This design comes from an exercise in tuning for small area and a short achievable clock period on the open sky130 flow, not from production work. Only simulation tests tie the RTL to the original design; equivalence was not proved.

## sub_module16
module sub_module16(
  input clk,rst,en,
  input signed [7:0] data1,data2,data3,data4,data5,data6,data7,data8,
  input signed [4:0] addr1,addr2,addr3,addr4,addr5,addr6,addr7,addr8,
  output signed [10:0] out1,out1_2,out1_3,out1_4,out1_5,out1_6,out1_7,out1_8,
  output signed [10:0] out2,out2_2,out2_3,out2_4,out2_5,out2_6,out2_7,out2_8,
  output signed [11:0] sum_out1,sum_out2,sum_out3,sum_out4,sum_out5,sum_out6,sum_out7,sum_out8,
  output signed [12:0] final_sum1,final_sum2,final_sum3,final_sum4,final_sum5,final_sum6,final_sum7,final_sum8,
  output signed [13:0] partial_sum14,partial_sum14_1,partial_sum14_2,partial_sum14_3,
  output signed [14:0] partial_sum15,partial_sum15_1,
  output signed [15:0] partial_sum16
);
Size: about 64 flip-flops, about 590 I/O pins, ~23000 sq um of cells after synthesis.
==> flow/config.mk <==
export PLATFORM = sky130hd
export DESIGN_NAME = sub_module16
export DESIGN_NICKNAME = sub_module16
export VERILOG_FILES = /design/flow/design.v
export SDC_FILE = /design/flow/constraint.sdc
export NUM_CORES = 4
export LEC_CHECK = 0
export CAP_MARGIN = 20
export CORE_MARGIN = 2
export CORE_UTILIZATION = 50
export GPL_TIMING_DRIVEN = 0
export PLACE_DENSITY = 0.65
export SETUP_SLACK_MARGIN = 1.5
export SLEW_MARGIN = 20
==> flow/constraint.sdc <==
create_clock -name core_clock -period 13.0 [get_ports {clk}]
set_input_delay 2.6000 -clock core_clock [delete_from_list [all_inputs] [get_ports {clk}]]
set_output_delay 2.6000 -clock core_clock [all_outputs]
set_load 0.01 [all_outputs]
standard.sh (not shown) runs the stock make flow with config.mk's settings and CLKGATE_MAP_FILE= SYNTH_SCRIPT=/design/flow/synth_recipe.tcl, a recipe that flattens the netlist after the stock synthesis.
==> flow/flow/run.sh <==
#!/bin/bash
# The standard ORFS layout (standard.sh, unchanged synthesis) with two changes
# before global placement:
#  - the buffers that synthesis left in the netlist are removed, as the
#    standard flow does only when timing-driven placement is on;
#  - every port gets a sky130_fd_sc_hd__buf_1 as its buffer rather than the
#    larger cell buffer_ports picks by default (the resizer may still upsize it).
# make's whole output goes to standard.log; ORFS keeps each step's log under orfs/logs.
set -euo pipefail
work=$(pwd)
export PRE_GLOBAL_PLACE_TCL="$work/flow/pre_global_place.tcl"
export BUFFER_PORTS_ARGS="-buffer_cell sky130_fd_sc_hd__buf_1"
bash standard.sh > "$work/standard.log" 2>&1
==> flow/flow/pre_global_place.tcl <==
# Sourced by ORFS's global_place.tcl before it buffers the ports.
remove_buffers
==> next run, changes <==
SETUP_SLACK_MARGIN = 3   (was 1.5)
The new run passed the timing, design-rule and antenna checks.
Final area came out higher by 14%.
Utilization increases by 8.5 points.
Worst hold slack is worse by 6.1 ps.
Flip-flop and latch count does not change.
Wire length rose by about 8%.
Fmax is higher by about 1.2%.
Critical path depth grows by 4.
Die area does not change.
Non-clock buffer count rises by 155.
==> next run, changes <==
==> flow/run.sh (new file) <==
#!/bin/bash
# synth_recipe.tcl (not shown) runs the flow's synth.tcl, then flattens the netlist and writes it again
# the make line also repeats each setting of config.mk as NAME=value (left out here)
make -C /OpenROAD-flow-scripts/flow DESIGN_CONFIG=/design/flow/config.mk WORK_HOME=/design/flow/orfs CLKGATE_MAP_FILE= SYNTH_SCRIPT=/design/flow/synth_recipe.tcl finish
SETUP_SLACK_MARGIN = 2   (was 3)
removed: flow/flow/run.sh
removed: flow/flow/pre_global_place.tcl
removed: flow/standard.sh
=> The changed run finished with timing, DRC and antenna clean. Global-route usage goes up by 6.8 points. Via count goes up by 11%. Wire length goes up by 17%. Area after synthesis stays the same. Die area stays the same.

sub_module16, a different RTL version from the one above (not shown whole).
Size: about 2,800 cells after synthesis, roughly 64 flip-flops, roughly 590 I/O pins, roughly 0.021 mm2 of cells after synthesis.
clock: 13.0 ns
lec_check: 0
cap_margin: 20
core_margin: 2
core_utilization: 50
cts_buf_list: sky130_fd_sc_hd__clkbuf_4 sky130_fd_sc_hd__clkbuf_8
gpl_timing_driven: 0
place_density: 0.62
slew_margin: 20
==> flow/flow/run.sh <==
#!/bin/bash
# The standard ORFS layout (standard.sh, unchanged synthesis) with two changes
# before global placement:
#  - the buffers that synthesis left in the netlist are removed, as the
#    standard flow does only when timing-driven placement is on;
#  - every port gets a sky130_fd_sc_hd__buf_1 as its buffer rather than the
#    larger cell buffer_ports picks by default (the resizer may still upsize it).
# make's whole output goes to standard.log; ORFS keeps each step's log under orfs/logs.
set -euo pipefail
work=$(pwd)
export PRE_GLOBAL_PLACE_TCL="$work/flow/pre_global_place.tcl"
export BUFFER_PORTS_ARGS="-buffer_cell sky130_fd_sc_hd__buf_1"
export RECOVER_POWER=100
bash standard.sh > "$work/standard.log" 2>&1
==> flow/flow/pre_global_place.tcl <==
# Sourced by ORFS's global_place.tcl before it buffers the ports.
remove_buffers
The baseline finished but fails on max-capacitance violations, max-slew violations.
==> next run, changes <==
--- a/flow/flow/run.sh
+++ b/flow/flow/run.sh
@@ -12,3 +12,2 @@
 export BUFFER_PORTS_ARGS="-buffer_cell sky130_fd_sc_hd__buf_1"
-export RECOVER_POWER=100
 bash standard.sh > "$work/standard.log" 2>&1
Settings changed: ABC_AREA set to 1, CTS_BUF_LIST sky130_fd_sc_hd__clkbuf_4 sky130_fd_sc_hd__clkbuf_8 to not set.
=>
- With this change the flow finished with timing, DRC and antenna clean
- area after synthesis rises by 4.1%
- design area is higher by 2.5%
- routed wire length is higher by 9.4%
- core utilization drops by 0.49 points
- global-route usage rose by 2.1 points
- die area went up by 4.0%
- cell count rises by 23%
- sequential share of layout area fell by 0.21 points
==> next run, changes <==
Settings changed: ABC_AREA 1 to not set, CTS_BUF_LIST set to sky130_fd_sc_hd__clkbuf_4 sky130_fd_sc_hd__clkbuf_8.
Outcome: The changed run ran to the end with no violations. Final cell count falls by 19%. Critical path depth falls by 3. Worst setup slack gains 64 ps. Fmax rises by 0.51%. Flip-flop and latch count does not change. Clock-buffer cell count rises by 3.
==> next run, changes <==
Settings changed: CORE_UTILIZATION 50 to 40, PLACE_DENSITY 0.62 to 0.52.
Effect: Critical path depth shrinks by 3. Wire length came out higher by about 3%. Count of clock-buffer cells in the layout decreases by 2. Via count goes down by 1.9%. Worst hold slack gains 8.0 ps.
==> next run, changes <==
Settings changed: CORE_UTILIZATION 40 to 50, CTS_BUF_LIST sky130_fd_sc_hd__clkbuf_4 sky130_fd_sc_hd__clkbuf_8 to not set, PLACE_DENSITY 0.52 to 0.62.
Cell count goes down by 4.1%.
Count of clock-buffer cells in the layout goes up by 2.

-- afterwards: timing with drivers on the ports --
In the flow no input, the clock included, has a driving cell. The finished layouts below were timed again as built, in two steps.
Step 1, drivers: a clkbuf_16 drives clk and a buf_2 each remaining input, both assumed.
Step 2 also shifts input and output timing later by t, the mid clock arrival at the registers, as if the neighbouring blocks saw the same clock.
Slacks: ideal ports / drivers / drivers and shift; pairs: ideal ports / drivers.
| run | t (ns) | slack for setup (ns) | worst setup path at the end | clock arrival spread, ns | slew at the worst register clock pin (ns) |
|---|---|---|---|---|---|
| the first run of note 1 | 0.443 | 0.991 / 0.900 / 0.900 | input to output | 0.011 / 0.011 | 0.07 / 0.07 |
| the second run of note 1 | 0.454 | 1.129 / 1.016 / 1.016 | input to output | 0.013 / 0.012 | 0.06 / 0.06 |
| the third run of note 1 | 0.456 | 0.636 / 0.566 / 0.566 | input to output | 0.014 / 0.014 | 0.07 / 0.07 |
| the first run of note 2 | 0.488 | 0.343 / 0.304 / 0.304 | input to output | 0.013 / 0.013 | 0.09 / 0.09 |
| the second run of note 2 | 0.438 | 0.306 / 0.249 / 0.249 | input to output | 0.012 / 0.013 | 0.07 / 0.07 |
| the third run of note 2 | 0.486 | 0.370 / 0.309 / 0.309 | input to output | 0.016 / 0.016 | 0.09 / 0.09 |
| the fourth run of note 2 | 0.478 | 0.244 / 0.181 / 0.181 | input to output | 0.027 / 0.027 | 0.10 / 0.10 |
| the fifth run of note 2 | 0.439 | 0.362 / 0.328 / 0.329 | input to output | 0.009 / 0.009 | 0.06 / 0.06 |
For the second run of note 1, which loses most, drivers alone change the setup slack by -0.113 ns; drivers and shift together by -0.113 ns.
